What follows belongs to an exercise in optimizing a design on an open flow for small area, a short achievable clock period and few clock cycles per item; a production flow would make more cautious choices. In this exercise RTL edits were held to simulation tests only and were not proved equivalent to the original.

==> inputs of build 41 <==
==> flow/design.v <==
module montprowrap (clk, rst, a, b, m, r, start, done);
parameter WID = 256;
parameter K = 16;
parameter N = (WID + K - 1) / K;    
parameter E = N * K - WID;          
parameter CW = 5;
input            clk;
input            rst;
input  [WID-1:0] a;
input  [WID-1:0] b;
input  [WID-1:0] m;
output [WID-1:0] r;
input            start;
output           done;
reg          idle;    
reg          bmc;     
reg          arr;     
reg          fin;     
reg [CW-1:0] cnt;     
wire lastc = cnt == N - 1;
always @(posedge clk) begin
    if (rst) begin
        idle <= 1'b1;
        bmc  <= 1'b0;
        arr  <= 1'b0;
        fin  <= 1'b0;
    end else begin
        idle <= (idle & ~start) | fin;
        bmc  <= idle & start;
        arr  <= bmc | (arr & ~lastc);
        fin  <= arr & lastc;
    end
end
always @(posedge clk) begin
    if (arr) cnt <= cnt + 1'b1;
    else     cnt <= {CW{1'b0}};
end
assign done = idle;
reg [WID-1:0] br, mr;
reg [WID:0]   bmr;
reg [K-1:0]   xr;
wire [N*K-1:0] ax = {a, {E{1'b0}}};
wire [CW-1:0]  nx = arr ? cnt + 1'b1 : {CW{1'b0}};
always @(posedge clk) begin
    br <= b;
    mr <= m;
    xr <= ax[nx*K +: K];
end
reg [WID:0] sr;    
reg [WID:0] cr;
wire [WID-1:0] so;
wire [WID:0]   co;
montpro #(WID, K) imontpro (.si(sr[WID-1:0]), .ci(cr), .x(xr), .b(br), .m(mr), .bm(bmr), .so(so), .co(co));
wire [WID+1:0] ad1, ad2;
cla #(WID+2, 16) iadd1 (.a({1'b0, sr}), .b({1'b0, cr}), .ci(1'b0), .sum(ad1));
cla #(WID+2, 16) iadd2 (.a(ad1), .b({2'b11, ~mr}), .ci(1'b1), .sum(ad2));
wire [WID-1:0] res = ad2[WID+1] ? ad1[WID-1:0] : ad2[WID-1:0];
always @(posedge clk) begin
    if (bmc) bmr <= ad1[WID:0];
end
always @(posedge clk) begin
    if (idle)      sr <= {1'b0, b};
    else if (bmc)  sr <= {(WID+1){1'b0}};
    else if (arr)  sr <= {1'b0, so};
    else           sr <= {1'b0, res};
end
always @(posedge clk) begin
    if (idle)      cr <= {1'b0, m};
    else if (arr)  cr <= co;
    else           cr <= {(WID+1){1'b0}};
end
assign r = sr[WID-1:0];
endmodule
module montpro (si, ci, x, b, m, bm, so, co);
parameter WID = 256;
parameter K = 16;
parameter NL = 2;       
input  [WID-1:0] si;    
input  [WID:0]   ci;    
input  [K-1:0]   x;     
input  [WID-1:0] b;
input  [WID-1:0] m;
input  [WID:0]   bm;    
output [WID-1:0] so;
output [WID:0]   co;
wire [WID-1:0] s [0:K];
wire [WID:0]   c [0:K];
wire [K-1:0]   q;
assign s[0] = si;
assign c[0] = ci;
assign q[0] = si[0] ^ ci[0] ^ (x[0] & b[0]);
genvar i, j;
generate
for (i = 0; i < K; i = i + 1) begin : step
    wire [WID:1] ad;      
    wire [WID:1] rs;      
    wire [WID+1:1] rc;    
    assign ad[NL:1] = q[i] ? (x[i] ? bm[NL:1] : m[NL:1]) : ({NL{x[i]}} & b[NL:1]);
    mux #(WID-NL) sel (.x(x[i]), .q(q[i]), .b({1'b0, b[WID-1:NL+1]}), .m({1'b0, m[WID-1:NL+1]}), .bm(bm[WID:NL+1]), .s(ad[WID:NL+1]));
    assign rc[1] = s[i][0] | c[i][0];
    for (j = 1; j < WID; j = j + 1) begin : col
        full_adder fa (.a(s[i][j]), .b(c[i][j]), .c_i(ad[j]), .sum(rs[j]), .c_o(rc[j+1]));
    end
    assign rs[WID] = c[i][WID] ^ ad[WID];
    assign rc[WID+1] = c[i][WID] & ad[WID];
    assign s[i+1] = rs[WID:1];
    assign c[i+1] = rc[WID+1:1];
    if (i < K - 1) begin : nq
        wire p  = s[i][1] ^ c[i][1] ^ rc[1] ^ (x[i+1] & b[0]);
        wire a0 = x[i] & b[1];
        wire a1 = x[i] ? bm[1] : m[1];
        assign q[i+1] = q[i] ? (p ^ a1) : (p ^ a0);
    end
end
endgenerate
assign so = s[K];
assign co = c[K];
endmodule
module cla (a, b, ci, sum);
parameter WID = 258;
parameter BLK = 16;
input  [WID-1:0] a, b;
input            ci;
output [WID-1:0] sum;
localparam NBLK = (WID + BLK - 1) / BLK;
localparam LVL = (NBLK >= 64) ? 7 : (NBLK >= 32) ? 6 : (NBLK >= 16) ? 5 :
                 (NBLK >= 8) ? 4 : (NBLK >= 4) ? 3 : (NBLK >= 2) ? 2 : 1;   
wire [NBLK-1:0] bg, bp;       
wire [NBLK:0]   bc;           
genvar i, k, l;
generate
for (k = 0; k < NBLK; k = k + 1) begin : blk
    localparam LO = k * BLK;
    localparam HI = ((k + 1) * BLK > WID) ? WID : (k + 1) * BLK;
    wire [HI:LO] c;     
    wire [HI:LO] ic;    
    wire [HI-1:LO] s0;
    assign c[LO] = 1'b0;
    assign ic[LO] = bc[k];
    for (i = LO; i < HI; i = i + 1) begin : bt
        if (i == LO) begin : h
            assign s0[i] = a[i] ^ b[i];
            assign c[i+1] = a[i] & b[i];
        end else begin : f
            full_adder fa (.a(a[i]), .b(b[i]), .c_i(c[i]), .sum(s0[i]), .c_o(c[i+1]));
        end
        assign sum[i] = s0[i] ^ ic[i];
        assign ic[i+1] = s0[i] & ic[i];
    end
    assign bg[k] = c[HI];
    assign bp[k] = &s0;
end
wire [NBLK:0] g [0:LVL];
wire [NBLK:0] p [0:LVL];
assign g[0] = {bg, ci};
assign p[0] = {bp, 1'b0};
for (l = 0; l < LVL; l = l + 1) begin : lv
    for (k = 0; k <= NBLK; k = k + 1) begin : nd
        if (k >= (1 << l)) begin : op
            assign g[l+1][k] = g[l][k] | (p[l][k] & g[l][k - (1 << l)]);
            assign p[l+1][k] = p[l][k] & p[l][k - (1 << l)];
        end else begin : pass
            assign g[l+1][k] = g[l][k];
            assign p[l+1][k] = p[l][k];
        end
    end
end
assign bc = g[LVL];
endgenerate
endmodule
module full_adder (a, b, c_i, sum, c_o);
input  a;
input  b;
input  c_i;
output sum;
output c_o;
assign sum = a ^ b ^ c_i;
assign c_o = (a & b) | (a & c_i) | (b & c_i);
endmodule
module mux (x, q, b, m, bm, s);
parameter WIDTH = 257;
input              x, q;
input  [WIDTH-1:0] b, m, bm;
output [WIDTH-1:0] s;
wire sb  = x & ~q;
wire sm  = ~x & q;
wire sbm = x & q;
assign s = ({WIDTH{sb}} & b) | ({WIDTH{sm}} & m) | ({WIDTH{sbm}} & bm);
endmodule
==> flow/flow/run.sh <==
#!/bin/bash
# Own layout flow: the standard synthesis, but with the full adders
# (module full_adder) kept as black boxes; they then get their library cell
# (fa_1), so the adder rows keep the polarity the RTL gives them, and the
# rest of the layout is the standard flow. Each step logs here.
set -euo pipefail
orfs=$(sed -n 's/.* WORK_HOME=\([^ ]*\) .*/\1/p' standard.sh | head -n 1)
res=$orfs/results/$FLOW_PLATFORM/montprowrap/base
bash standard.sh "$res/1_2_yosys.v" "SYNTH_BLACKBOXES=full_adder" > synth.log 2>&1
python3 flow/cellmap.py "$res/1_2_yosys.v" > cellmap.log 2>&1
bash standard.sh finish "BUFFER_PORTS_ARGS=-buffer_cell sky130_fd_sc_hd__buf_2" > layout.log 2>&1
==> flow/flow/cellmap.py <==
#!/usr/bin/env python3
"""Give the synthesized netlist's full_adder instances (kept as black boxes
through synthesis) their library cell, fa_1. Rewrites the netlist in place."""
import re
import sys

CELLS = {
    "full_adder": ("sky130_fd_sc_hd__fa_1",
                   {"a": "A", "b": "B", "c_i": "CIN", "sum": "SUM", "c_o": "COUT"}),
}

path = sys.argv[1]
lines = open(path).read().split("\n")
out = []
cur = None
count = {k: 0 for k in CELLS}
head = re.compile(r"^(\s+)(full_adder)(\s+\S+\s*\()\s*$")
pin = re.compile(r"^(\s+)\.(\w+)\((.*)$")
for ln in lines:
    if cur is None:
        mo = head.match(ln)
        if mo:
            cur = mo.group(2)
            count[cur] += 1
            out.append(mo.group(1) + CELLS[cur][0] + mo.group(3))
            continue
        if re.match(r"^\s*(module|\(\*)\s*(full_adder)\b", ln):
            sys.exit("unexpected definition: " + ln)
        out.append(ln)
    else:
        mo = pin.match(ln)
        if mo:
            out.append(mo.group(1) + "." + CELLS[cur][1][mo.group(2)] + "(" + mo.group(3))
        else:
            out.append(ln)
        if ln.strip().endswith(");"):
            cur = None
open(path, "w").write("\n".join(out))
print("mapped", count)
if re.search(r"^\s+(full_adder)\s", "\n".join(out), re.M):
    sys.exit("unmapped instances left")
==> flow/standard.sh <==
#!/bin/bash
# synth_recipe.tcl (not shown) runs the flow's synth.tcl, then flattens the netlist and writes it again
# the make line also repeats each setting of config.mk as NAME=value (left out here)
make -C /OpenROAD-flow-scripts/flow DESIGN_CONFIG=/design/flow/config.mk WORK_HOME=/design/flow/orfs CLKGATE_MAP_FILE= SYNTH_SCRIPT=/design/flow/synth_recipe.tcl "${@:-finish}"
==> flow/config.mk <==
export PLATFORM = sky130hd
export DESIGN_NAME = montprowrap
export DESIGN_NICKNAME = montprowrap
export VERILOG_FILES = /design/flow/design.v
export SDC_FILE = /design/flow/constraint.sdc
export NUM_CORES = 4
export LEC_CHECK = 0
export ABC_AREA = 1
export CAP_MARGIN = 20
export CORE_MARGIN = 2
export CORE_UTILIZATION = 50
export SLEW_MARGIN = 40
==> flow/constraint.sdc <==
create_clock -name core_clock -period 130.0 [get_ports {clk}]
set_input_delay 26.0000 -clock core_clock [delete_from_list [all_inputs] [get_ports {clk}]]
set_output_delay 26.0000 -clock core_clock [all_outputs]
set_load 0.01 [all_outputs]
==> trial 49 (differences from build 41) <==
==> flow/run.sh (new file) <==
#!/bin/bash
# synth_recipe.tcl (not shown) runs the flow's synth.tcl, then flattens the netlist and writes it again
# the make line also repeats each setting of config.mk as NAME=value (left out here)
make -C /OpenROAD-flow-scripts/flow DESIGN_CONFIG=/design/flow/config.mk WORK_HOME=/design/flow/orfs CLKGATE_MAP_FILE= SYNTH_SCRIPT=/design/flow/synth_recipe.tcl finish
--- a/flow/config.mk
+++ b/flow/config.mk
@@ -9,4 +9,5 @@
 export CAP_MARGIN = 20
 export CORE_MARGIN = 2
-export CORE_UTILIZATION = 50
+export CORE_UTILIZATION = 45
+export PLACE_DENSITY = 0.5
 export SLEW_MARGIN = 40
removed: flow/flow/run.sh
removed: flow/flow/cellmap.py
removed: flow/standard.sh
==> summary of the runs <==
- In critical path depth, build 41 and trial 49 do not differ.
- Of trial 49 and build 41, build 41 has the higher sequential share of layout area (gap 0.64 points).
- Of trial 49 and build 41, trial 49 has the higher via count (gap about 6%, measured against build 41).
- Of trial 49 and build 41, build 41 has the higher clock skew (gap 8.6 ps).
- Between trial 49 and build 41, the lower area after synthesis is in build 41 (gap about 2.4%, measured against build 41).
- Against build 41, the hold slack of trial 49 is worse by 3.5 ps.
- Global-route usage: trial 49 is higher than build 41 (1.1 points).
- In build 41 the worst setup slack is higher than in trial 49, by 550 ps.
Testbench counts of build 41, summed over its fixed seeds: cycles 10,240, mults 512.
Testbench counts of trial 49, summed over its fixed seeds: cycles 10,240, mults 512.

==> separate check: timing with driven ports <==
How much do the figures lean on ideal ports? The routed layouts below were timed once more, with nothing changed but the port constraints. Step 1: set_driving_cell puts a clkbuf_16 on clk and a buf_2 on each other input, an assumption about the parent block. Step 2, shift: input delay + t, output delay - t, t = (earliest + latest rising clock arrival at the registers) / 2. This alone moves slack from input paths to output paths. a / b / c = ideal ports / drivers / drivers and shift; a / b = the first two.
| run | shift t [ns] | setup slack, ns | hold slack, ns | worst data-port slew with drivers (ns) |
|---|---|---|---|---|
| build 41 | 1.103 | 102.050 / 101.917 / 102.545 | 0.456 / 0.456 / 0.456 | 0.39 |
| trial 49 | 1.111 | 101.495 / 101.361 / 102.199 | 0.452 / 0.452 / 0.452 | 0.47 |
After both steps every run listed still meets setup and hold.
